Background: an optimization exercise with open tools, aiming at small area. Do not read the settings as production practice. RTL that was checked went through simulation tests only; none was proved equivalent to the original. Power and IR drop assume default switching activity.

Design axi_dfm_v1_0, start of the top module:
module axi_dfm_v1_0(
    input logic s_axi_aclk,
    input logic s_axi_aresetn,
    input  logic [31:0] s_axi_awaddr,
    input  logic        s_axi_awvalid,
    output logic        s_axi_awready,
    input  logic [31:0] s_axi_wdata,
    input  logic        s_axi_wvalid,
    output logic        s_axi_wready,
    output logic s_axi_bvalid,
    input  logic s_axi_bready,
    input  logic [31:0] s_axi_araddr,
    input  logic        s_axi_arvalid,
    output logic        s_axi_arready,
    output logic [31:0] s_axi_rdata,
    output logic        s_axi_rvalid,
    input  logic        s_axi_rready,
    input  logic signal_in,
    output logic signal_done
);
==> module startup, before the edit <==
module startup #(
    parameter int W = 32
) (
    input logic clk_i,
    input logic rst_n_i,
    input logic  [4:0] gate_sync_i,
    input logic [W-1:0] gate_shift_i,
    output logic [4:0] gate_en_o
);
logic  [4:0] gate_en;
logic [W-1:0] gate_cnt;
logic        gate_next;
logic        gate_done;
assign gate_en_o = gate_en;
edge2en gate_next_en(
    .clk_i(clk_i),
    .rst_n_i(rst_n_i),
    .data_i(gate_done & (gate_en == gate_sync_i)),
    .pos_edge_o(gate_next)
);
logic [W-1:0] gate_cnt_c;
assign gate_cnt_c[0] = 1'b1;
genvar k;
generate
    for (k = 1; k < W; k = k + 1) begin: carry
        assign gate_cnt_c[k] = gate_cnt_c[k-1] & gate_cnt[k-1];
    end
endgenerate
always_ff @(posedge clk_i or negedge rst_n_i)
begin
    if (!rst_n_i) begin
        gate_en   <= 5'b00000;
        gate_cnt  <= {W{1'b0}};
        gate_done <= 1'b0;
    end else begin
        gate_en   <= gate_next ? {gate_en[3:0], (gate_sync_i != 5'b01111)} : gate_en;
        gate_cnt  <= gate_next ? {W{1'b0}} : gate_cnt ^ gate_cnt_c;
        gate_done <= gate_next ? 1'b0 : (gate_cnt == gate_shift_i) ? 1'b1 : gate_done;
    end
end
endmodule
==> module measure, before the edit <==
module measure #(
    parameter int W = 32
) (
    input logic clk_i,
    input logic rst_n_i,
    input logic sig_clk_p_i,
    input logic         gate_en_i,
    input logic [W-1:0] gate_total_i,
    output logic           reg_wr_en_o,
    output logic [2*W-1:0] reg_wr_data_o,
    output logic gate_sync_o
);
logic gate_sync;
logic [1:0] close_st;
logic         gate_en;
logic [W-1:0] gate_cnt;
logic [W-1:0] sig_clk_cnt;
logic [W-1:0] ref_clk_cnt;
logic reg_wr_en;
assign reg_wr_en = close_st[1] & ~close_st[0];
assign reg_wr_en_o = reg_wr_en;
assign reg_wr_data_o = {ref_clk_cnt, sig_clk_cnt};
assign gate_sync_o = gate_sync;
always_ff @(posedge clk_i or negedge rst_n_i)
begin
    if (!rst_n_i) begin
        gate_en   <= 1'b0;
        gate_sync <= 1'b0;
        close_st <= 2'b00;
    end else begin
        if (gate_sync) begin
            gate_en   <= (gate_cnt == gate_total_i) ? 1'b0 : gate_en;
            gate_sync <= ~(sig_clk_p_i & ~gate_en);
        end else begin
            gate_en   <= gate_en_i;
            gate_sync <= sig_clk_p_i & gate_en;
        end
        close_st[0] <= gate_sync | (close_st[0] & ~close_st[1]);
        close_st[1] <= ~gate_sync & close_st[0];
    end
end
logic cnt_clr;
assign cnt_clr = ~(gate_sync | close_st[0]);
logic [W-1:0] gate_cnt_c, sig_clk_cnt_c, ref_clk_cnt_c;
logic [W-1:0] gate_cnt_n, sig_clk_cnt_n, ref_clk_cnt_n;
assign gate_cnt_c[0]    = 1'b1;
assign sig_clk_cnt_c[0] = sig_clk_p_i & gate_sync;
assign ref_clk_cnt_c[0] = gate_sync;
genvar k;
generate
    for (k = 1; k < W; k = k + 1) begin: carry
        assign gate_cnt_c[k]    = gate_cnt_c[k-1]    & gate_cnt[k-1];
        assign sig_clk_cnt_c[k] = sig_clk_cnt_c[k-1] & sig_clk_cnt[k-1];
        assign ref_clk_cnt_c[k] = ref_clk_cnt_c[k-1] & ref_clk_cnt[k-1];
    end
endgenerate
assign gate_cnt_n    = gate_cnt    ^ gate_cnt_c;
assign sig_clk_cnt_n = sig_clk_cnt ^ sig_clk_cnt_c;
assign ref_clk_cnt_n = ref_clk_cnt ^ ref_clk_cnt_c;
always_ff @(posedge clk_i)
begin
    gate_cnt    <= gate_sync ? gate_cnt_n : {W{1'b0}};
    sig_clk_cnt <= cnt_clr ? {W{1'b0}} : sig_clk_cnt_n;
    ref_clk_cnt <= cnt_clr ? {W{1'b0}} : ref_clk_cnt_n;
end
endmodule
make LEC_CHECK=0 CAP_MARGIN=20 CORE_MARGIN=2 CORE_UTILIZATION=40 CTS_CLUSTER_DIAMETER=100 CTS_CLUSTER_SIZE=30 PLACE_DENSITY=0.6 SLEW_MARGIN=20 finish   # period 5.0 ns
run.sh (not shown) runs the stock make flow with config.mk's settings and CLKGATE_MAP_FILE= SYNTH_SCRIPT=/design/flow/synth_recipe.tcl, a recipe that flattens the netlist after the stock synthesis.
Then changed:
--- a/flow/design.v
+++ b/flow/design.v
@@ -53,25 +53,17 @@
     .rst_n_i(rst_n_i),
     .data_i(gate_done & (gate_en == gate_sync_i)),
     .pos_edge_o(gate_next)
 );
-logic [W-1:0] gate_cnt_c;
-assign gate_cnt_c[0] = 1'b1;
-genvar k;
-generate
-    for (k = 1; k < W; k = k + 1) begin: carry
-        assign gate_cnt_c[k] = gate_cnt_c[k-1] & gate_cnt[k-1];
-    end
-endgenerate
 always_ff @(posedge clk_i or negedge rst_n_i)
 begin
     if (!rst_n_i) begin
         gate_en   <= 5'b00000;
         gate_cnt  <= {W{1'b0}};
         gate_done <= 1'b0;
     end else begin
         gate_en   <= gate_next ? {gate_en[3:0], (gate_sync_i != 5'b01111)} : gate_en;
-        gate_cnt  <= gate_next ? {W{1'b0}} : gate_cnt ^ gate_cnt_c;
+        gate_cnt  <= gate_next ? {W{1'b0}} : gate_cnt + 1'b1;
         gate_done <= gate_next ? 1'b0 : (gate_cnt == gate_shift_i) ? 1'b1 : gate_done;
     end
 end
 endmodule
@@ -117,29 +109,13 @@
     end
 end
 logic cnt_clr;
 assign cnt_clr = ~(gate_sync | close_st[0]);
-logic [W-1:0] gate_cnt_c, sig_clk_cnt_c, ref_clk_cnt_c;
-logic [W-1:0] gate_cnt_n, sig_clk_cnt_n, ref_clk_cnt_n;
-assign gate_cnt_c[0]    = 1'b1;
-assign sig_clk_cnt_c[0] = sig_clk_p_i & gate_sync;
-assign ref_clk_cnt_c[0] = gate_sync;
-genvar k;
-generate
-    for (k = 1; k < W; k = k + 1) begin: carry
-        assign gate_cnt_c[k]    = gate_cnt_c[k-1]    & gate_cnt[k-1];
-        assign sig_clk_cnt_c[k] = sig_clk_cnt_c[k-1] & sig_clk_cnt[k-1];
-        assign ref_clk_cnt_c[k] = ref_clk_cnt_c[k-1] & ref_clk_cnt[k-1];
-    end
-endgenerate
-assign gate_cnt_n    = gate_cnt    ^ gate_cnt_c;
-assign sig_clk_cnt_n = sig_clk_cnt ^ sig_clk_cnt_c;
-assign ref_clk_cnt_n = ref_clk_cnt ^ ref_clk_cnt_c;
 always_ff @(posedge clk_i)
 begin
-    gate_cnt    <= gate_sync ? gate_cnt_n : {W{1'b0}};
-    sig_clk_cnt <= cnt_clr ? {W{1'b0}} : sig_clk_cnt_n;
-    ref_clk_cnt <= cnt_clr ? {W{1'b0}} : ref_clk_cnt_n;
+    gate_cnt    <= gate_sync ? gate_cnt + 1'b1 : {W{1'b0}};
+    sig_clk_cnt <= cnt_clr ? {W{1'b0}} : sig_clk_cnt + (sig_clk_p_i & gate_sync);
+    ref_clk_cnt <= cnt_clr ? {W{1'b0}} : ref_clk_cnt + gate_sync;
 end
 endmodule
 `timescale 1ns / 1ps
 module axi_dfm_v1_0(
Setup slack gains 600 ps.
Power is higher by 1.5%.
Wire length climbs by 17%.
Hold slack is worse by 26 ps.
Combinational power shrinks by about 3%.
Final cell count came out higher by 19%.
Via count is higher by 31%.
Area after synthesis came out higher by 4.6%.
Final area rises by 4.0%.
Global-route usage goes up by 1.5 points.
Die area came out higher by 4.5%.
No functional check of the RTL was part of the second run of this note.

-- afterwards: timing with drivers on the ports --
In the flow no input, the clock included, has a driving cell. The finished layouts below were timed again as built, in two steps.
Step 1 assumes that a clkbuf_16 drives the clock port and a buf_2 every other input.
Step 2 also shifts input and output timing later by t, the mid clock arrival at the registers, as if the neighbouring blocks saw the same clock.
Three values: ideal, step 1, step 2; two values: the first two.
run | shift t [ns] | setup WS [ns] | latest minus earliest clock arrival (ns) | cell pins on the clock port's net
the first run | 0.583 | 0.900 / 0.900 / 0.900 | 0.022 / 0.023 | 1
the second run | 0.596 | 1.495 / 1.467 / 1.432 | 0.030 / 0.030 | 1
After both steps setup and hold are still met in every run listed. The setup slack of the second run, which loses most, moves by -0.028 ns with the drivers and by -0.063 ns with both steps.
